Source: an optimization exercise on an open RTL-to-GDS flow (aim: small area). Production flows keep margins and buffers that such runs may drop.
RTL that was checked went through simulation tests only; none was proved equivalent to the original.
Function not checked in run 2: the RTL went through the layout flow alone.

## flow/design.v (module list and top-level ports; edited modules follow where they fit)
// module fpu_fa: 4 lines
// module fpu_ha: 4 lines
// module fpu_unpack: 29 lines
// module fpu_cpa: 188 lines
// module fpu_compute: 1010 lines
// module fpu_normalize: 20 lines
// module fpu_top: 50 lines
module fpu_top(
    input clk,
    input [31:0] a,
    input [31:0] b,
    input [1:0] op,
    output [31:0] out
    );
  // ...
==> flow/run.sh <==
#!/bin/bash
# synth_recipe.tcl (not shown) runs the flow's synth.tcl, then flattens the netlist and writes it again
# the make line also repeats each setting of config.mk as NAME=value (left out here)
make -C /OpenROAD-flow-scripts/flow DESIGN_CONFIG=/design/flow/config.mk WORK_HOME=/design/flow/orfs CLKGATE_MAP_FILE= SYNTH_SCRIPT=/design/flow/synth_recipe.tcl finish
==> flow/config.mk <==
export PLATFORM = sky130hd
export DESIGN_NAME = fpu_top
export DESIGN_NICKNAME = fpu_top
export VERILOG_FILES = /design/flow/design.v
export SDC_FILE = /design/flow/constraint.sdc
export NUM_CORES = 4
export LEC_CHECK = 0
export CAP_MARGIN = 5
export CORE_MARGIN = 2
export CORE_UTILIZATION = 60
export SLEW_MARGIN = 5
export SYNTH_HIERARCHICAL = 1
export SYNTH_MINIMUM_KEEP_SIZE = 0
==> flow/constraint.sdc <==
create_clock -name core_clock -period 7.5 [get_ports {clk}]
set_input_delay 1.5000 -clock core_clock [delete_from_list [all_inputs] [get_ports {clk}]]
set_output_delay 1.5000 -clock core_clock [all_outputs]
set_load 0.01 [all_outputs]
==> metrics.md, run 1 <==
| Metric | Value |
|---|---|
| Status | timing/DRC/antenna clean |
| Routed via count | between 15,000 and 20,000 |
| Clock-cell share | about 2.4% |
| Compound-Gate Fraction of Synth Area | between 15 and 20% |
| Final ANT Viol Nets | 0 |
| CTS clk-pin slew, worst paths | ~0.070 ns |
| Seq/Total Area, Yosys | between 10% and 20% |
| Drt drc | 0 |
| Routed WL | 65.81 mm |
| Top cell type's share of synthesized area | 25.68% |
| Commonest cells in the netlist | fa_1 (289), xnor2_1 (275), a22oi_1 (257) |
| First-pass GRT wire length | around 100 mm |
| Clock skew | 0.01024 ns |
| Top-count cell post-synth | fa_1 |
| Clock Tree Root | clkbuf_16 |
| Setup bufs post-CTS | 0 |
| Placed Instances | 2,742 |
| Vias per cell | about 6.5 |
| Multi-input logic cell count | about 1,800 |
| Reg area | approximately 4000 sq um |
| Hold path depth | 0 |
| Area contributors post-synth | fa_1 (26%), dfxtp_1 (17%), xnor2_1 (11%), a22oi_1 (8.6%), ha_1 (7.4%) |
| Nonclk buf count | between 150 and 200 |
| Post-synthesis simple-gate area fraction | 8.164% |
| Clkbuf count | 17 |
| Tmin final | between 7 and 8 ns |
| Wl on met1 | approximately 27 mm |
| Non-clock buffer area fraction after layout | 7.493% |
| Critical Path End Type | flop |
| Die W | 197.8 um |
| WP data required | just under 8 ns |
| Critical path class | flop to flop |
| Hold EP | e_S2[3] |
| Pre-CTS WS | roughly 0.11 ns |
| Final cell count without fillers | approximately 2,800 |
==> module fpu_top, before the edit <==
module fpu_top(
    input clk,
    input [31:0] a,
    input [31:0] b,
    input [1:0] op,
    output [31:0] out
    );
    wire [22:0] f1_S0, f2_S0;
    wire [7:0] e_S0;
    wire [4:0] d_S0;
    wire s_S0, sub_S0, is_mul_S0, is_add_S0;
    fpu_unpack unpack (.a(a), .b(b), .op(op),
                       .f1(f1_S0), .f2(f2_S0), .e(e_S0), .d(d_S0), .s(s_S0),
                       .sub(sub_S0), .is_mul(is_mul_S0), .is_add(is_add_S0));
    reg [22:0] f1_S1, f2_S1;
    reg [7:0] e_S1;
    reg [4:0] d_S1;
    reg s_S1, sub_S1, is_mul_S1, is_add_S1;
    always @ (posedge clk) begin
        f1_S1 <= f1_S0;
        f2_S1 <= f2_S0;
        e_S1 <= e_S0;
        d_S1 <= d_S0;
        s_S1 <= s_S0;
        sub_S1 <= sub_S0;
        is_mul_S1 <= is_mul_S0;
        is_add_S1 <= is_add_S0;
    end
    wire [24:0] u_S1;
    fpu_compute compute (.f1(f1_S1), .f2(f2_S1), .d(d_S1), .is_mul(is_mul_S1),
                         .is_add(is_add_S1), .sub(sub_S1), .u(u_S1));
    reg [24:0] u_S2;
    reg [7:0] e_S2;
    reg s_S2, sub_S2;
    always @ (posedge clk) begin
        u_S2 <= u_S1;
        e_S2 <= e_S1;
        s_S2 <= s_S1;
        sub_S2 <= sub_S1;
    end
    wire [30:0] res_S2;
    fpu_normalize normalize (.u(u_S2), .sub(sub_S2), .e(e_S2), .res(res_S2));
    reg [31:0] r3, r4, r5;
    always @ (posedge clk) begin
        r3 <= {s_S2, res_S2};
        r4 <= r3;
        r5 <= r4;
    end
    assign out = r5;
endmodule
==> run 2, diff against run 1 <==
--- a/flow/design.v
+++ b/flow/design.v
@@ -1,16 +1,38 @@
 `timescale 1ns / 1ps
-module fpu_fa(input a, input b, input c, output s, output co);
-    assign s = c ^ (a ^ b);
-    assign co = (a & b) | (c & (a ^ b));
-endmodule
-module fpu_ha(input a, input b, output s, output co);
-    assign s = a ^ b;
-    assign co = a & b;
+module fpu_fetch(
+    input clk,
+    input [22:0] in_f1,
+    input [22:0] in_f2,
+    input [7:0] in_e,
+    input [4:0] in_d,
+    input in_s,
+    input in_sub,
+    input in_is_mul,
+    input in_is_add,
+    output reg [22:0] f1,
+    output reg [22:0] f2,
+    output reg [7:0] e,
+    output reg [4:0] d,
+    output reg s,
+    output reg sub,
+    output reg is_mul,
+    output reg is_add
+    );
+    always @ (posedge clk) begin
+        f1 <= in_f1;
+        f2 <= in_f2;
+        e <= in_e;
+        d <= in_d;
+        s <= in_s;
+        sub <= in_sub;
+        is_mul <= in_is_mul;
+        is_add <= in_is_add;
+    end
 endmodule
 `timescale 1ns / 1ps
 module fpu_unpack(
     input [31:0] a,
     input [31:0] b,
     input [1:0] op,
     output [22:0] f1,
     output [22:0] f2,
@@ -33,203 +55,24 @@
     wire [7:0] em = a[30:23] + b[30:23] + 8'd129;
     assign is_mul = (op == 2'b10);
     assign is_add = ~op[1];
     assign e = is_mul ? em : el;
     assign s = is_add ? (swap ? sb : sa) : (is_mul & (a[31] ^ b[31]));
     assign sub = is_add & (sa ^ sb);
 endmodule
 `timescale 1ns / 1ps
-module fpu_cpa(
-    input [47:0] x,
-    input [47:0] y,
-    output [24:0] u
+module fpu_align(
+    input clk,
+    input [31:0] in_result,
+    output reg [31:0] result
     );
-    wire [22:0] gl = x[22:0] & y[22:0];
-    wire [22:0] pl = x[22:0] | y[22:0];
-    wire [24:0] gh = x[47:23] & y[47:23];
-    wire [24:0] ph = x[47:23] ^ y[47:23];
-    wire c1 = gl[1] | (pl[1] & gl[0]);
-    wire c2 = pl[1] & pl[0];
-    wire c3 = gl[3] | (pl[3] & gl[2]);
-    wire c4 = pl[3] & pl[2];
-    wire c5 = gl[5] | (pl[5] & gl[4]);
-    wire c6 = pl[5] & pl[4];
-    wire c7 = gl[7] | (pl[7] & gl[6]);
-    wire c8 = pl[7] & pl[6];
-    wire c9 = gl[9] | (pl[9] & gl[8]);
-    wire c10 = pl[9] & pl[8];
-    wire c11 = gl[11] | (pl[11] & gl[10]);
-    wire c12 = pl[11] & pl[10];
-    wire c13 = gl[13] | (pl[13] & gl[12]);
-    wire c14 = pl[13] & pl[12];
-    wire c15 = gl[15] | (pl[15] & gl[14]);
-    wire c16 = pl[15] & pl[14];
-    wire c17 = gl[17] | (pl[17] & gl[16]);
-    wire c18 = pl[17] & pl[16];
-    wire c19 = gl[19] | (pl[19] & gl[18]);
-    wire c20 = pl[19] & pl[18];
-    wire c21 = gl[21] | (pl[21] & gl[20]);
-    wire c22 = pl[21] & pl[20];
-    wire c23 = c3 | (c4 & c1);
-    wire c24 = c4 & c2;
-    wire c25 = c7 | (c8 & c5);
-    wire c26 = c8 & c6;
-    wire c27 = c11 | (c12 & c9);
-    wire c28 = c12 & c10;
-    wire c29 = c15 | (c16 & c13);
-    wire c30 = c16 & c14;
-    wire c31 = c19 | (c20 & c17);
-    wire c32 = c20 & c18;
-    wire c33 = gl[22] | (pl[22] & c21);
-    wire c34 = pl[22] & c22;
-    wire c35 = c25 | (c26 & c23);
-    wire c36 = c26 & c24;
-    wire c37 = c29 | (c30 & c27);
-    wire c38 = c30 & c28;
-    wire c39 = c33 | (c34 & c31);
-    wire c40 = c34 & c32;
-    wire c41 = c37 | (c38 & c35);
-    wire c42 = c38 & c36;
-    wire c43 = c39 | (c40 & c41);
-    wire c44 = c40 & c42;
-    wire c45 = gh[1] | (ph[1] & gh[0]);
-    wire c46 = ph[1] & ph[0];
-    wire c47 = gh[3] | (ph[3] & gh[2]);
-    wire c48 = ph[3] & ph[2];
-    wire c49 = gh[5] | (ph[5] & gh[4]);
-    wire c50 = ph[5] & ph[4];
-    wire c51 = gh[7] | (ph[7] & gh[6]);
-    wire c52 = ph[7] & ph[6];
-    wire c53 = gh[9] | (ph[9] & gh[8]);
-    wire c54 = ph[9] & ph[8];
-    wire c55 = gh[11] | (ph[11] & gh[10]);
-    wire c56 = ph[11] & ph[10];
-    wire c57 = gh[13] | (ph[13] & gh[12]);
-    wire c58 = ph[13] & ph[12];
-    wire c59 = gh[15] | (ph[15] & gh[14]);
-    wire c60 = ph[15] & ph[14];
-    wire c61 = gh[17] | (ph[17] & gh[16]);
-    wire c62 = ph[17] & ph[16];
-    wire c63 = gh[19] | (ph[19] & gh[18]);
-    wire c64 = ph[19] & ph[18];
-    wire c65 = gh[21] | (ph[21] & gh[20]);
-    wire c66 = ph[21] & ph[20];
-    wire c67 = gh[23] | (ph[23] & gh[22]);
-    wire c68 = ph[23] & ph[22];
-    wire c69 = gh[2] | (ph[2] & c45);
-    wire c70 = ph[2] & c46;
-    wire c71 = c47 | (c48 & c45);
-    wire c72 = c48 & c46;
-    wire c73 = gh[6] | (ph[6] & c49);
-    wire c74 = ph[6] & c50;
-    wire c75 = c51 | (c52 & c49);
-    wire c76 = c52 & c50;
-    wire c77 = gh[10] | (ph[10] & c53);
-    wire c78 = ph[10] & c54;
-    wire c79 = c55 | (c56 & c53);
-    wire c80 = c56 & c54;
-    wire c81 = gh[14] | (ph[14] & c57);
-    wire c82 = ph[14] & c58;
-    wire c83 = c59 | (c60 & c57);
-    wire c84 = c60 & c58;
-    wire c85 = gh[18] | (ph[18] & c61);
-    wire c86 = ph[18] & c62;
-    wire c87 = c63 | (c64 & c61);
-    wire c88 = c64 & c62;
-    wire c89 = gh[22] | (ph[22] & c65);
-    wire c90 = ph[22] & c66;
-    wire c91 = c67 | (c68 & c65);
-    wire c92 = c68 & c66;
-    wire c93 = gh[4] | (ph[4] & c71);
-    wire c94 = ph[4] & c72;
-    wire c95 = c49 | (c50 & c71);
-    wire c96 = c50 & c72;
-    wire c97 = c73 | (c74 & c71);
-    wire c98 = c74 & c72;
-    wire c99 = c75 | (c76 & c71);
-    wire c100 = c76 & c72;
-    wire c101 = gh[12] | (ph[12] & c79);
-    wire c102 = ph[12] & c80;
-    wire c103 = c57 | (c58 & c79);
-    wire c104 = c58 & c80;
-    wire c105 = c81 | (c82 & c79);
-    wire c106 = c82 & c80;
-    wire c107 = c83 | (c84 & c79);
-    wire c108 = c84 & c80;
-    wire c109 = gh[20] | (ph[20] & c87);
-    wire c110 = ph[20] & c88;
-    wire c111 = c65 | (c66 & c87);
-    wire c112 = c66 & c88;
-    wire c113 = c89 | (c90 & c87);
-    wire c114 = c90 & c88;
-    wire c115 = c91 | (c92 & c87);
-    wire c116 = c92 & c88;
-    wire c117 = gh[8] | (ph[8] & c99);
-    wire c118 = ph[8] & c100;
-    wire c119 = c53 | (c54 & c99);
-    wire c120 = c54 & c100;
-    wire c121 = c77 | (c78 & c99);
-    wire c122 = c78 & c100;
-    wire c123 = c79 | (c80 & c99);
-    wire c124 = c80 & c100;
-    wire c125 = c101 | (c102 & c99);
-    wire c126 = c102 & c100;
-    wire c127 = c103 | (c104 & c99);
-    wire c128 = c104 & c100;
-    wire c129 = c105 | (c106 & c99);
-    wire c130 = c106 & c100;
-    wire c131 = c107 | (c108 & c99);
-    wire c132 = c108 & c100;
-    wire c133 = gh[24] | (ph[24] & c115);
-    wire c134 = ph[24] & c116;
-    wire c135 = gh[16] | (ph[16] & c131);
-    wire c136 = ph[16] & c132;
-    wire c137 = c61 | (c62 & c131);
-    wire c138 = c62 & c132;
-    wire c139 = c85 | (c86 & c131);
-    wire c140 = c86 & c132;
-    wire c141 = c87 | (c88 & c131);
-    wire c142 = c88 & c132;
-    wire c143 = c109 | (c110 & c131);
-    wire c144 = c110 & c132;
-    wire c145 = c111 | (c112 & c131);
-    wire c146 = c112 & c132;
-    wire c147 = c113 | (c114 & c131);
-    wire c148 = c114 & c132;
-    wire c149 = c115 | (c116 & c131);
-    wire c150 = c116 & c132;
-    wire c151 = c133 | (c134 & c131);
-    wire c152 = c134 & c132;
-    wire c153 = gh[0] | (ph[0] & c43);
-    wire c154 = c45 | (c46 & c43);
-    wire c155 = c69 | (c70 & c43);
-    wire c156 = c71 | (c72 & c43);
-    wire c157 = c93 | (c94 & c43);
-    wire c158 = c95 | (c96 & c43);
-    wire c159 = c97 | (c98 & c43);
-    wire c160 = c99 | (c100 & c43);
-    wire c161 = c117 | (c118 & c43);
-    wire c162 = c119 | (c120 & c43);
-    wire c163 = c121 | (c122 & c43);
-    wire c164 = c123 | (c124 & c43);
-    wire c165 = c125 | (c126 & c43);
-    wire c166 = c127 | (c128 & c43);
-    wire c167 = c129 | (c130 & c43);
-    wire c168 = c131 | (c132 & c43);
-    wire c169 = c135 | (c136 & c43);
-    wire c170 = c137 | (c138 & c43);
-    wire c171 = c139 | (c140 & c43);
-    wire c172 = c141 | (c142 & c43);
-    wire c173 = c143 | (c144 & c43);
-    wire c174 = c145 | (c146 & c43);
-    wire c175 = c147 | (c148 & c43);
-    wire c176 = c149 | (c150 & c43);
-    wire [24:0] ci = {c176, c175, c174, c173, c172, c171, c170, c169, c168, c167, c166, c165, c164, c163, c162, c161, c160, c159, c158, c157, c156, c155, c154, c153, c43};
-    assign u = ph ^ ci;
+    always @ (posedge clk) begin
+        result <= in_result;
+    end
 endmodule
 `timescale 1ns / 1ps
 module fpu_compute(
     input [22:0] f1,
     input [22:0] f2,
     input [4:0] d,
     input is_mul,
     input is_add,
@@ -1230,17 +1073,159 @@
     fpu_fa fa286 (.a(pp11_24), .b(w630), .c(w635), .s(w637), .co(w638));
     wire w639, w640;
     fpu_ha ha34 (.a(w632), .b(w637), .s(w639), .co(w640));
     wire w641 = R[24] ^ A[23];
     wire w642 = w641 ^ w636;
     wire w643 = w642 ^ w638;
     wire [47:0] X = {w640, w634, w628, w620, w612, w602, w592, w580, w568, w554, w540, w524, w508, w490, w472, w452, w432, w410, w388, w364, w340, w314, w288, w264, w242, w220, w200, w180, w177, w144, w128, w112, w98, w84, w81, w60, w50, w47, w37, w29, w21, w15, w9, w5, w2, pp1_0, pp0_1, pp0_0};
     wire [47:0] Y = {w643, w639, w633, w627, w619, w611, w601, w591, w579, w567, w553, w539, w523, w507, w489, w471, w451, w431, w409, w387, w363, w339, w313, w287, w263, w241, w219, w199, w179, w161, w143, w127, w111, w97, w83, w71, w59, w49, w39, w31, w23, w17, w11, w7, w3, w1, 1'b0, neg0};
-    fpu_cpa cpa (.x(X), .y(Y), .u(u));
+    wire [22:0] gl = X[22:0] & Y[22:0];
+    wire [22:0] pl = X[22:0] | Y[22:0];
+    wire w644 = gl[1] | (pl[1] & gl[0]);
+    wire w645 = pl[1] & pl[0];
+    wire w646 = gl[3] | (pl[3] & gl[2]);
+    wire w647 = pl[3] & pl[2];
+    wire w648 = gl[5] | (pl[5] & gl[4]);
+    wire w649 = pl[5] & pl[4];
+    wire w650 = gl[7] | (pl[7] & gl[6]);
+    wire w651 = pl[7] & pl[6];
+    wire w652 = gl[9] | (pl[9] & gl[8]);
+    wire w653 = pl[9] & pl[8];
+    wire w654 = gl[11] | (pl[11] & gl[10]);
+    wire w655 = pl[11] & pl[10];
+    wire w656 = gl[13] | (pl[13] & gl[12]);
+    wire w657 = pl[13] & pl[12];
+    wire w658 = gl[15] | (pl[15] & gl[14]);
+    wire w659 = pl[15] & pl[14];
+    wire w660 = gl[17] | (pl[17] & gl[16]);
+    wire w661 = pl[17] & pl[16];
+    wire w662 = gl[19] | (pl[19] & gl[18]);
+    wire w663 = pl[19] & pl[18];
+    wire w664 = gl[21] | (pl[21] & gl[20]);
+    wire w665 = pl[21] & pl[20];
+    wire w666 = w646 | (w647 & w644);
+    wire w667 = w647 & w645;
+    wire w668 = w650 | (w651 & w648);
+    wire w669 = w651 & w649;
+    wire w670 = w654 | (w655 & w652);
+    wire w671 = w655 & w653;
+    wire w672 = w658 | (w659 & w656);
+    wire w673 = w659 & w657;
+    wire w674 = w662 | (w663 & w660);
+    wire w675 = w663 & w661;
+    wire w676 = gl[22] | (pl[22] & w664);
+    wire w677 = pl[22] & w665;
+    wire w678 = w668 | (w669 & w666);
+    wire w679 = w669 & w667;
+    wire w680 = w672 | (w673 & w670);
+    wire w681 = w673 & w671;
+    wire w682 = w676 | (w677 & w674);
+    wire w683 = w677 & w675;
+    wire w684 = w680 | (w681 & w678);
+    wire w685 = w681 & w679;
+    wire w686 = w682 | (w683 & w684);
+    wire w687 = w683 & w685;
+    wire [24:0] gh = X[47:23] & Y[47:23];
+    wire [24:0] ph = X[47:23] ^ Y[47:23];
+    wire w688 = gh[0] | (ph[0] & w686);
+    wire w689 = gh[1] | (ph[1] & w688);
+    wire w690 = ph[1] & ph[0];
+    wire w691 = gh[3] | (ph[3] & gh[2]);
+    wire w692 = ph[3] & ph[2];
+    wire w693 = gh[5] | (ph[5] & gh[4]);
+    wire w694 = ph[5] & ph[4];
+    wire w695 = gh[7] | (ph[7] & gh[6]);
+    wire w696 = ph[7] & ph[6];
+    wire w697 = gh[9] | (ph[9] & gh[8]);
+    wire w698 = ph[9] & ph[8];
+    wire w699 = gh[11] | (ph[11] & gh[10]);
+    wire w700 = ph[11] & ph[10];
+    wire w701 = gh[13] | (ph[13] & gh[12]);
+    wire w702 = ph[13] & ph[12];
+    wire w703 = gh[15] | (ph[15] & gh[14]);
+    wire w704 = ph[15] & ph[14];
+    wire w705 = gh[17] | (ph[17] & gh[16]);
+    wire w706 = ph[17] & ph[16];
+    wire w707 = gh[19] | (ph[19] & gh[18]);
+    wire w708 = ph[19] & ph[18];
+    wire w709 = gh[21] | (ph[21] & gh[20]);
+    wire w710 = ph[21] & ph[20];
+    wire w711 = gh[23] | (ph[23] & gh[22]);
+    wire w712 = ph[23] & ph[22];
+    wire w713 = w691 | (w692 & w689);
+    wire w714 = w692 & w690;
+    wire w715 = w695 | (w696 & w693);
+    wire w716 = w696 & w694;
+    wire w717 = w699 | (w700 & w697);
+    wire w718 = w700 & w698;
+    wire w719 = w703 | (w704 & w701);
+    wire w720 = w704 & w702;
+    wire w721 = w707 | (w708 & w705);
+    wire w722 = w708 & w706;
+    wire w723 = w711 | (w712 & w709);
+    wire w724 = w712 & w710;
+    wire w725 = w715 | (w716 & w713);
+    wire w726 = w716 & w714;
+    wire w727 = w719 | (w720 & w717);
+    wire w728 = w720 & w718;
+    wire w729 = w723 | (w724 & w721);
+    wire w730 = w724 & w722;
+    wire w731 = w727 | (w728 & w725);
+    wire w732 = w728 & w726;
+    wire w733 = w729 | (w730 & w731);
+    wire w734 = w730 & w732;
+    wire w735 = w717 | (w718 & w725);
+    wire w736 = w718 & w726;
+    wire w737 = w721 | (w722 & w731);
+    wire w738 = w722 & w732;
+    wire w739 = w693 | (w694 & w713);
+    wire w740 = w694 & w714;
+    wire w741 = w697 | (w698 & w725);
+    wire w742 = w698 & w726;
+    wire w743 = w701 | (w702 & w735);
+    wire w744 = w702 & w736;
+    wire w745 = w705 | (w706 & w731);
+    wire w746 = w706 & w732;
+    wire w747 = w709 | (w710 & w737);
+    wire w748 = w710 & w738;
+    wire w749 = gh[2] | (ph[2] & w689);
+    wire w750 = ph[2] & w690;
+    wire w751 = gh[4] | (ph[4] & w713);
+    wire w752 = ph[4] & w714;
+    wire w753 = gh[6] | (ph[6] & w739);
+    wire w754 = ph[6] & w740;
+    wire w755 = gh[8] | (ph[8] & w725);
+    wire w756 = ph[8] & w726;
+    wire w757 = gh[10] | (ph[10] & w741);
+    wire w758 = ph[10] & w742;
+    wire w759 = gh[12] | (ph[12] & w735);
+    wire w760 = ph[12] & w736;
+    wire w761 = gh[14] | (ph[14] & w743);
+    wire w762 = ph[14] & w744;
+    wire w763 = gh[16] | (ph[16] & w731);
+    wire w764 = ph[16] & w732;
+    wire w765 = gh[18] | (ph[18] & w745);
+    wire w766 = ph[18] & w746;
+    wire w767 = gh[20] | (ph[20] & w737);
+    wire w768 = ph[20] & w738;
+    wire w769 = gh[22] | (ph[22] & w747);
+    wire w770 = ph[22] & w748;
+    wire w771 = gh[24] | (ph[24] & w733);
+    wire w772 = ph[24] & w734;
+    wire [24:0] ci = {w733, w769, w747, w767, w737, w765, w745, w763, w731, w761, w743, w759, w735, w757, w741, w755, w725, w753, w739, w751, w713, w749, w689, w688, w686};
+    assign u = ph ^ ci;
+endmodule
+module fpu_fa(input a, input b, input c, output s, output co);
+    assign s = c ^ (a ^ b);
+    assign co = (a & b) | (c & (a ^ b));
+endmodule
+module fpu_ha(input a, input b, output s, output co);
+    assign s = a ^ b;
+    assign co = a & b;
 endmodule
 `timescale 1ns / 1ps
 module fpu_normalize(
     input [24:0] u,
     input sub,
     input [7:0] e,
     output [30:0] res
     );
@@ -1268,44 +1253,37 @@
     );
     wire [22:0] f1_S0, f2_S0;
     wire [7:0] e_S0;
     wire [4:0] d_S0;
     wire s_S0, sub_S0, is_mul_S0, is_add_S0;
     fpu_unpack unpack (.a(a), .b(b), .op(op),
                        .f1(f1_S0), .f2(f2_S0), .e(e_S0), .d(d_S0), .s(s_S0),
                        .sub(sub_S0), .is_mul(is_mul_S0), .is_add(is_add_S0));
-    reg [22:0] f1_S1, f2_S1;
-    reg [7:0] e_S1;
-    reg [4:0] d_S1;
-    reg s_S1, sub_S1, is_mul_S1, is_add_S1;
-    always @ (posedge clk) begin
-        f1_S1 <= f1_S0;
-        f2_S1 <= f2_S0;
-        e_S1 <= e_S0;
-        d_S1 <= d_S0;
-        s_S1 <= s_S0;
-        sub_S1 <= sub_S0;
-        is_mul_S1 <= is_mul_S0;
-        is_add_S1 <= is_add_S0;
-    end
+    wire [22:0] f1_S1, f2_S1;
+    wire [7:0] e_S1;
+    wire [4:0] d_S1;
+    wire s_S1, sub_S1, is_mul_S1, is_add_S1;
+    fpu_fetch fetch (.clk(clk),
+                     .in_f1(f1_S0), .in_f2(f2_S0), .in_e(e_S0), .in_d(d_S0), .in_s(s_S0),
+                     .in_sub(sub_S0), .in_is_mul(is_mul_S0), .in_is_add(is_add_S0),
+                     .f1(f1_S1), .f2(f2_S1), .e(e_S1), .d(d_S1), .s(s_S1),
+                     .sub(sub_S1), .is_mul(is_mul_S1), .is_add(is_add_S1));
     wire [24:0] u_S1;
     fpu_compute compute (.f1(f1_S1), .f2(f2_S1), .d(d_S1), .is_mul(is_mul_S1),
                          .is_add(is_add_S1), .sub(sub_S1), .u(u_S1));
     reg [24:0] u_S2;
     reg [7:0] e_S2;
     reg s_S2, sub_S2;
     always @ (posedge clk) begin
         u_S2 <= u_S1;
         e_S2 <= e_S1;
         s_S2 <= s_S1;
         sub_S2 <= sub_S1;
     end
     wire [30:0] res_S2;
     fpu_normalize normalize (.u(u_S2), .sub(sub_S2), .e(e_S2), .res(res_S2));
-    reg [31:0] r3, r4, r5;
-    always @ (posedge clk) begin
-        r3 <= {s_S2, res_S2};
-        r4 <= r3;
-        r5 <= r4;
-    end
+    wire [31:0] r3, r4, r5;
+    fpu_align delay3 (.clk(clk), .in_result({s_S2, res_S2}), .result(r3));
+    fpu_align delay4 (.clk(clk), .in_result(r3), .result(r4));
+    fpu_align delay5 (.clk(clk), .in_result(r4), .result(r5));
     assign out = r5;
 endmodule
==> flow/config.mk (replaced) <==
export PLATFORM = sky130hd
export DESIGN_NAME = fpu_top
export DESIGN_NICKNAME = fpu_top
export VERILOG_FILES = /design/flow/design.v
export SDC_FILE = /design/flow/constraint.sdc
export NUM_CORES = 4
export LEC_CHECK = 0
export CAP_MARGIN = 20
export CORE_MARGIN = 2
export CORE_UTILIZATION = 40
export SLEW_MARGIN = 20
export SYNTH_HIERARCHICAL = 1
export SYNTH_MINIMUM_KEEP_SIZE = 0
==> metrics.md, run 2 <==
| Metric | Value |
|---|---|
| Worst min path class | flop to flop (unchanged) |
| Num CTS Buffers | 17 (unchanged) |
| R2R setup slack | 0.09 ns (was 0.23 ns) |
| Largest net degree at the start of global routing | 60 (was 71) |
| Clock sink total | 194 (unchanged) |
| Final Cycle Share | 98.76% (was 96.98%) |
| Detailed-placement wirelength estimate | 55.30 mm (was 50.22 mm) |
| First-pass DRT Iterations | 7 (unchanged) |
| Largest regs | delay3.result x32, delay4.result x32, delay5.result x32 (was r3 x32, r4 x32, r5 x32) |
| Largest area contributor in the netlist | fa_1 (unchanged) |
| Die ar. | 57,870 sq um (was 39,110 sq um) |
| GPL Wtd Cong | 0.9596 (was 0.9754) |
| Global route total overflow | 0 (unchanged) |
| Status | timing/DRC/antenna clean (unchanged) |
| Detailed Route Iter0 Violations | 1,640 (was 1,705) |
| Critical path class | flop to flop (unchanged) |
| Placed instance area | 25,090 sq um (was 23,920 sq um) |
| Top-count cell post-synth | fa_1 (unchanged) |
| WP data required | 7.83 ns (was 7.84 ns) |
| Mapped Cells | 2,209 (was 2,268) |
| Final Hold Viols | 0 (unchanged) |
| IO Count | 99 (unchanged) |
| Seq/Total Area, Yosys | 17.35% (was 17.24%) |
| Drt drc | 0 (unchanged) |
| CP max-delay cell | fa_2 (was or4b_4) |
| Crit Path Max Fanout | 6 (was 17) |
| Commonest non-fill, non-tap cell in the layout | fa_1 (unchanged) |
| Core Footprint | 55,200 sq um (was 36,790 sq um) |
| Unique masters post-synth | 97 (was 98) |
| Commonest cells in the netlist | fa_1 (301), xnor2_1 (264), a22oi_1 (257) (was fa_1 (289), xnor2_1 (275), a22oi_1 (257)) |
| Clock Tree Root | clkbuf_16 (unchanged) |
| Largest stage delay on the critical path | 0.58 ns (was 0.63 ns) |
| Avg Cell Area, Syn | 10.13 sq um (was 9.933 sq um) |
| RSZ-0062 raised after global routing | true |
| Slew margin rel. | 31.01% (was 35.38%) |
| Routed WL | 69.06 mm (was 65.81 mm) |
| Layout cells sized above 1 | 18.86% (was 10.43%) |
| Area contributors post-synth | fa_1 (27%), dfxtp_1 (17%), xnor2_1 (10%), a22oi_1 (8.6%), ha_1 (7.3%) (was fa_1 (26%), dfxtp_1 (17%), xnor2_1 (11%), a22oi_1 (8.6%), ha_1 (7.4%)) |
| Routed via count | 17,960 (was 18,070) |
| Final setup violation count | 0 (unchanged) |
| Fraction of registers with async set/reset | 0% (unchanged) |
| Worst skew pair latency | 0.46 ns (was 0.44 ns) |
| Top cell type's share of synthesized area | 26.92% (was 25.68%) |
| ANT cells | 0 (was 1) |
| Row cnt | 86 (was 70) |
| Synth Flop Type | dfxtp_1 (unchanged) |
| Warnings from Yosys | 9 (was 7) |
| Final cell count without fillers | 3,123 (was 2,798) |
| Vias in the first global route | 18,120 (was 18,170) |
| Most Frequent Cell on Critical Path | a21o_1 (was fa_1) |
| Max-cap violations | 0 (unchanged) |
| Gr usage total | 23.94% (was 34.01%) |
| CTS tree | done (unchanged) |
| Layout Area Growth over Synthesis | 17.91% (was 10.89%) |
| Area of the multi-input gates | 17,930 sq um (was 17,700 sq um) |
| Clk buf depth | 2 (unchanged) |
| CP Launch Type | flop (unchanged) |
| First-pass GRT wire length | 106.1 mm (was 101.7 mm) |
| Finished Cell Area | 26,400 sq um (was 24,980 sq um) |
| Die W | 240.6 um (was 197.8 um) |
| Filler cells | 5,077 (was 2,987) |
| Placed Instances | 3,078 (was 2,742) |
| Final layout net count | 2,862 (was 2,805) |
| Pins Over Slew Limit | 0 (unchanged) |
| Critical Path End Type | flop (unchanged) |
| Initial Utilization | 40.55% (was 61.24%) |
| Fin util | 47.82% (was 67.91%) |
| H-Tree Depth | 4 (unchanged) |
| Port bufs | 98 (unchanged) |
| Tmin final | 7.407 ns (was 7.273 ns) |
| Initial antenna violation count | 1 (unchanged) |
| DIE HEIGHT | 240.6 um (was 197.8 um) |
| CTS clk-pin slew, worst paths | 0.07 ns (about the same) |
| WP data arrival | 7.73 ns (was 7.62 ns) |
| Final ANT Viol Nets | 0 (unchanged) |
| Fmax | 135.0 MHz (was 137.5 MHz) |
| Mapped Area | 22,390 sq um (was 22,530 sq um) |
| Register bit total from synthesis | 194 (unchanged) |
| Average wire per standard cell | 22.11 um (was 23.52 um) |
| # hold bufs at CTS | 0 (unchanged) |
| Fin Setup TNS | 0 ns (unchanged) |
| Vias per cell | 5.750 (was 6.456) |
| Slew @ Worst Pin | 1.033 ns (was 0.9693 ns) |
| Number of synthesized flops with an enable pin | 0 (unchanged) |
| Reg area | 3894 sq um (was 3887 sq um) |
| Most frequent cells in the layout | fa_1 (261), xnor2_1 (257), a22oi_1 (234) (was fa_1 (289), xnor2_1 (275), a22oi_1 (257)) |
| Clock skew | 0.02634 ns (was 0.01024 ns) |
run 2: area by class of cell:
type                       instances  area share (%)
multi-input combinational       1750           67.93
sequential                       194           14.75
timing repair buffer             321           10.51
tap                              748           3.546
clock buffer                      18           1.664
inverter                          79           1.142
clock inverter                    13          0.4503
run 2: per-module statistics from Yosys (local to each module, per instance), excerpt:
| module | flip-flops and latches | area [sq um] | times used |
|---|---|---|---|
| fpu_compute | 0 | 7770 | 1 |
| fpu_top | 35 | 700.7 | 1 |
| fpu_fetch | 63 | 1261 | 1 |
| fpu_normalize | 0 | 2322 | 1 |
| fpu_unpack | 0 | 2258 | 1 |
| fpu_fa | 0 | 20.02 | 286 |
| fpu_align | 32 | 640.6 | 3 |
run 2: worst max-delay path, delay by kind of cell (launching register included):
kind | cells | cell delay [ns]
AO/OA/AOI/OAI | 14 | 2.52
flip-flops | 1 | 0.32
adder cells (fa/ha/maj) | 8 | 3.25
multiplexers | 1 | 0.08
buffers and inverters | 4 | 0.55
AND/OR/NAND/NOR | 3 | 0.42
XOR/XNOR | 1 | 0.14
run 2: worst paths after layout:
check | start | to | cells after the start
min reg2reg | delay3.result[31] | delay4.result[31] | 0
max | fetch.d[4] | u_S2[15] | 31
max reg2reg | fetch.d[4] | u_S2[15] | 31
min | delay3.result[31] | delay4.result[31] | 0
run 2: metrics by stage:
step                hold WS, ns  setup slack, ns
CTS                      0.3273         0.001954
floorplan                0.3096          0.01228
finish                   0.3271          0.09329
detailed placement       0.3121          -0.2509
global placement         0.3097          -0.1824
global route             0.3296          -0.1003
run 2: metal layers:
metal  vias up  share of wire, %  global-route usage, %
met4         2               2.5                  5.948
met2       861                44                  36.88
met5         -             0.017                      0
met1      8923                44                  34.00
li1       8054                 -                      -
met3       116               8.8                  5.399
run 2: repair_timing:
action / 4_1_cts / 5_1_grt
setup buffers: 1 / 13
endpoints found under the setup margin: 7 / 10
pin swaps: 10 / 43
gates resized for setup: 44 / 107
run 2: kinds of logic after synthesis:
logic type	count (synthesis)	synth area share, %
AO/OA/AOI/OAI	584	18.88
XOR/XNOR	308	12.05
adder cells (fa/ha/maj)	433	34.29
buffers and inverters	277	5.377
flip-flops	194	17.35
multiplexers	112	5.260
other	1	0.01675
AND/OR/NAND/NOR	300	6.774

-- re-timing with driven ports --
In the flow no input, the clock included, has a driving cell. The finished layouts below were timed again as built, in two steps.
Step 1 assumes that a clkbuf_16 drives the clock port and a buf_2 every other input.
Step 2 adds t to the input delays and takes it off the output delays; t is the mean of the earliest and latest rising clock arrival at the registers after step 1. Input paths then give back, and output paths get back, about the clock's delay inside the block.
Slacks: ideal / step 1 / step 2; pairs: ideal / step 1.
run | t (ns) | setup slack, ns | worst hold slack (ns) | worst slew at a driven data input, ns | cell pins on the clock port's net
run 1 | 0.491 | 0.227 / 0.227 / 0.227 | 0.324 / 0.324 / 0.324 | 0.07 | 1
run 2 | 0.495 | 0.093 / 0.093 / 0.093 | 0.327 / 0.327 / 0.327 | 0.05 | 1
After both steps setup and hold are still met in every run listed.
